This is an optimization exercise on Yosys and OpenROAD, whose aim is small area, not a production implementation.
The RTL was checked by simulation tests, not by an equivalence proof against the original design.

==> wip/quartz <==
## processor
module processor( input         clk, reset,
                  output [31:0] PC,
                  input  [31:0] instruction,
                  output        WE,
                  output [31:0] address_to_mem,
                  output [31:0] data_to_mem,
                  input  [31:0] data_from_mem
                );
export LEC_CHECK = 0
export CAP_MARGIN = 15
export CORE_MARGIN = 2
export CORE_UTILIZATION = 58
export CTS_BUF_LIST = sky130_fd_sc_hd__clkbuf_16
export CTS_CLUSTER_DIAMETER = 80
export CTS_CLUSTER_SIZE = 25
export SETUP_SLACK_MARGIN = 0
export SLEW_MARGIN = 15
export SYNTH_HIERARCHICAL = 1
create_clock -name core_clock -period 14.0 [get_ports {clk}]
standard.sh (not shown) runs the stock make flow with config.mk's settings and CLKGATE_MAP_FILE= SYNTH_SCRIPT=/design/flow/synth_recipe.tcl, a recipe that flattens the netlist after the stock synthesis.
==> flow/flow/run.sh <==
#!/bin/bash
# Standard ORFS layout with two changes: ports are buffered with the smallest
# buffer, and clock tree synthesis inserts no dummy loads.
set -euo pipefail
export BUFFER_PORTS_ARGS="-buffer_cell sky130_fd_sc_hd__buf_1"
export CTS_ARGS="-sink_clustering_enable -repair_clock_nets -dont_use_dummy_load -buf_list sky130_fd_sc_hd__clkbuf_16 -sink_clustering_size 25 -sink_clustering_max_diameter 80"
bash standard.sh finish > standard_flow.log 2>&1
==> wip/garnet: changes against wip/quartz <==
--- a/flow/design.v
+++ b/flow/design.v
@@ -44,23 +44,23 @@
     generate
         for (gi = 1; gi < 32; gi = gi + 1) begin : g_reg
             reg [31:0] q;
             always @(posedge clk)
                 if (wen[gi]) q <= wd;
             assign r[gi]    = q;
+            assign wen[gi]  = (reg_write & (a3 == gi)) | reset;
+            assign sel1[gi] = a1 == gi;
+            assign sel2[gi] = a2 == gi;
         end
     endgenerate
     wire [32*31-1:0] rflat;
     generate
         for (gi = 1; gi < 32; gi = gi + 1) begin : g_flat
             assign rflat[32*(gi-1) +: 32] = r[gi];
         end
     endgenerate
-    seldec d1(.a(a1), .y(sel1));
-    seldec d2(.a(a2), .y(sel2));
-    wendec d3(.a(a3), .en(reg_write), .force1(reset), .y(wen));
     rdport p1(.sel(sel1), .d(rflat), .y(rs1));
     rdport p2(.sel(sel2), .d(rflat), .y(rs2));
     wire [31:0] immI = {{21{instruction[31]}}, instruction[30:20]};
     wire [31:0] immS = {{21{instruction[31]}}, instruction[30:25], instruction[11:7]};
     wire [31:0] immB = {{20{instruction[31]}}, instruction[7], instruction[30:25], instruction[11:8], 1'b0};
     wire [31:0] immJ = {{12{instruction[31]}}, instruction[19:12], instruction[20], instruction[30:21], 1'b0};
@@ -343,38 +343,6 @@
 module nor2bg(input a, bn, output y);
     assign y = ~(a | ~bn);
 endmodule
 module a32oi(input a1, a2, a3, b1, b2, output y);
     assign y = ~((a1 & a2 & a3) | (b1 & b2));
 endmodule
-module seldec(input [4:0] a, output [31:1] y);
-    wire [3:0] lo;
-    wire [7:0] hi;
-    genvar i;
-    generate
-        for (i = 0; i < 4; i = i + 1) begin : g_lo
-            assign lo[i] = a[1:0] == i;
-        end
-        for (i = 0; i < 8; i = i + 1) begin : g_hi
-            assign hi[i] = a[4:2] == i;
-        end
-        for (i = 1; i < 32; i = i + 1) begin : g_y
-            and2g u(.a(lo[i % 4]), .b(hi[i / 4]), .y(y[i]));
-        end
-    endgenerate
-endmodule
-module wendec(input [4:0] a, input en, force1, output [31:1] y);
-    wire [3:0] lo;
-    wire [7:0] hi;
-    genvar i;
-    generate
-        for (i = 0; i < 4; i = i + 1) begin : g_lo
-            assign lo[i] = (a[1:0] == i) & en;
-        end
-        for (i = 0; i < 8; i = i + 1) begin : g_hi
-            assign hi[i] = a[4:2] == i;
-        end
-        for (i = 1; i < 32; i = i + 1) begin : g_y
-            a21og u(.a1(lo[i % 4]), .a2(hi[i / 4]), .b1(force1), .y(y[i]));
-        end
-    endgenerate
-endmodule
==> flow/flow/run.sh (replaced) <==
#!/bin/bash
# Standard ORFS layout with three changes: ports are buffered with the
# smallest buffer, clock tree synthesis inserts no dummy loads, and global
# routing downsizes gates off the critical paths (power recovery).
set -euo pipefail
export BUFFER_PORTS_ARGS="-buffer_cell sky130_fd_sc_hd__buf_1"
export CTS_ARGS="-sink_clustering_enable -repair_clock_nets -dont_use_dummy_load -buf_list sky130_fd_sc_hd__clkbuf_16 -sink_clustering_size 30 -sink_clustering_max_diameter 80"
export RECOVER_POWER=100
bash standard.sh finish > standard_flow.log 2>&1
CAP_MARGIN = 25   (was 15)
CORE_UTILIZATION = 63   (was 58)
CTS_CLUSTER_SIZE = 30   (was 25)
==> wip/sierra: changes against wip/quartz <==
--- a/flow/design.v
+++ b/flow/design.v
@@ -34,33 +34,37 @@
     wire op_sub  = is_op & f7_sub  & (f3 != 3'b101);
     wire op_shift = op_sll | op_srl | op_sra;
     wire reg_write = is_op | is_addi | is_qb | is_lw | is_jal | is_jalr |
                      is_auipc | is_lui;
     reg  [31:0] my_PC;
     wire [31:0] rs1, rs2, wd;
+    reg  [31:1] valid;
     wire [31:0] r [0:31];
     assign r[0] = 32'b0;
     wire [31:1] sel1, sel2, wen;
     genvar gi;
     generate
         for (gi = 1; gi < 32; gi = gi + 1) begin : g_reg
             reg [31:0] q;
             always @(posedge clk)
                 if (wen[gi]) q <= wd;
             assign r[gi]    = q;
+            assign wen[gi]  = reg_write & (a3 == gi);
+            assign sel1[gi] = valid[gi] & (a1 == gi);
+            assign sel2[gi] = valid[gi] & (a2 == gi);
         end
     endgenerate
+    always @(posedge clk)
+        if (reset) valid <= 31'b0;
+        else       valid <= valid | wen;
     wire [32*31-1:0] rflat;
     generate
         for (gi = 1; gi < 32; gi = gi + 1) begin : g_flat
             assign rflat[32*(gi-1) +: 32] = r[gi];
         end
     endgenerate
-    seldec d1(.a(a1), .y(sel1));
-    seldec d2(.a(a2), .y(sel2));
-    wendec d3(.a(a3), .en(reg_write), .force1(reset), .y(wen));
     rdport p1(.sel(sel1), .d(rflat), .y(rs1));
     rdport p2(.sel(sel2), .d(rflat), .y(rs2));
     wire [31:0] immI = {{21{instruction[31]}}, instruction[30:20]};
     wire [31:0] immS = {{21{instruction[31]}}, instruction[30:25], instruction[11:7]};
     wire [31:0] immB = {{20{instruction[31]}}, instruction[7], instruction[30:25], instruction[11:8], 1'b0};
     wire [31:0] immJ = {{12{instruction[31]}}, instruction[19:12], instruction[20], instruction[30:21], 1'b0};
@@ -86,18 +90,16 @@
     shifter u_sh(.x(rs1), .amt(rs2[4:0]), .left(op_sll), .fill(fill), .r(shr), .l(shl));
     wire [31:0] pc4;
     inc30 u_inc(.pc(my_PC[31:2]), .y(pc4[31:2]));
     assign pc4[1:0] = my_PC[1:0];
     wire sh_r = (op_srl | op_sra) & ~big;
     wire sh_l = op_sll & ~big;
-    wire nrst = ~reset;
-    wire sh_f = op_sra & big & rs1[31] & nrst;
-    wire s_sum = ~(is_lw | is_jal | is_jalr | op_and | op_slt | op_shift) & nrst;
-    wbmux u_wb(.s_mem(is_lw & nrst), .s_pc4((is_jal | is_jalr) & nrst), .s_and(op_and & nrst),
-               .s_slt(op_slt & nrst), .s_shr(sh_r & nrst), .s_shl(sh_l & nrst), .s_sum(s_sum),
-               .fillall(sh_f),
+    wire sh_f = op_sra & big & rs1[31];
+    wire s_sum = ~(is_lw | is_jal | is_jalr | op_and | op_slt | op_shift);
+    wbmux u_wb(.s_mem(is_lw), .s_pc4(is_jal | is_jalr), .s_and(op_and), .s_slt(op_slt),
+               .s_shr(sh_r), .s_shl(sh_l), .s_sum(s_sum), .fillall(sh_f),
                .mem(data_from_mem), .pc4(pc4), .rs1(rs1), .rs2(rs2), .slt(slt),
                .shr(shr), .shl(shl), .sum(sum), .y(wd));
     wire eqv;
     eqm u_eq(.a(rs1), .b(rs2), .eq(eqv));
     wire taken = is_jal | is_jalr | (is_beq & eqv);
     always @(posedge clk)
@@ -343,38 +345,6 @@
 module nor2bg(input a, bn, output y);
     assign y = ~(a | ~bn);
 endmodule
 module a32oi(input a1, a2, a3, b1, b2, output y);
     assign y = ~((a1 & a2 & a3) | (b1 & b2));
 endmodule
-module seldec(input [4:0] a, output [31:1] y);
-    wire [3:0] lo;
-    wire [7:0] hi;
-    genvar i;
-    generate
-        for (i = 0; i < 4; i = i + 1) begin : g_lo
-            assign lo[i] = a[1:0] == i;
-        end
-        for (i = 0; i < 8; i = i + 1) begin : g_hi
-            assign hi[i] = a[4:2] == i;
-        end
-        for (i = 1; i < 32; i = i + 1) begin : g_y
-            and2g u(.a(lo[i % 4]), .b(hi[i / 4]), .y(y[i]));
-        end
-    endgenerate
-endmodule
-module wendec(input [4:0] a, input en, force1, output [31:1] y);
-    wire [3:0] lo;
-    wire [7:0] hi;
-    genvar i;
-    generate
-        for (i = 0; i < 4; i = i + 1) begin : g_lo
-            assign lo[i] = (a[1:0] == i) & en;
-        end
-        for (i = 0; i < 8; i = i + 1) begin : g_hi
-            assign hi[i] = a[4:2] == i;
-        end
-        for (i = 1; i < 32; i = i + 1) begin : g_y
-            a21og u(.a1(lo[i % 4]), .a2(hi[i / 4]), .b1(force1), .y(y[i]));
-        end
-    endgenerate
-endmodule
CAP_MARGIN = 10   (was 15)
SLEW_MARGIN = 10   (was 15)
==> notes.md <==
- Non-clock buffer count, lowest first: wip/quartz, wip/garnet, wip/sierra.
- Synthesized area: wip/garnet < wip/quartz < wip/sierra.
- wip/garnet finished but failed the layout checks on capacitance limit, slew limit. wip/quartz passed the timing, design-rule and antenna checks. wip/sierra ran to the end with no violations.
- Against wip/sierra, the first-iteration DRC count of wip/garnet is smaller by about 0.6%.
- Synthesized cell count, lowest first: wip/garnet, wip/quartz, wip/sierra.

## re-timing with driven ports
The flow's constraints put no driver on any port. The routed layouts listed below were extracted and timed again, unchanged, in two steps.
Step 1: set_driving_cell puts a clkbuf_16 on clk and a buf_2 on each other input, an assumption about the parent block.
Step 2 also shifts input and output timing later by t, the mid clock arrival at the registers, as if the neighbouring blocks saw the same clock.
a / b / c = ideal / step 1 / step 2; a / b = the first two.
| run | shift t [ns] | setup slack, ns | hold slack, ns | latest minus earliest clock arrival (ns) |
|---|---|---|---|---|
| wip/quartz | 0.697 | 1.262 / 1.230 / 1.230 | 0.643 / 0.643 / 0.643 | 0.129 / 0.129 |
| wip/garnet | 0.684 | 0.647 / 0.620 / 0.620 | 0.595 / 0.595 / 0.595 | 0.099 / 0.099 |
| wip/sierra | 0.704 | 1.303 / 1.224 / 1.224 | 0.492 / 0.492 / 0.492 | 0.111 / 0.111 |
For wip/sierra, which loses most, drivers alone change the setup slack by -0.079 ns; drivers and shift together by -0.079 ns.
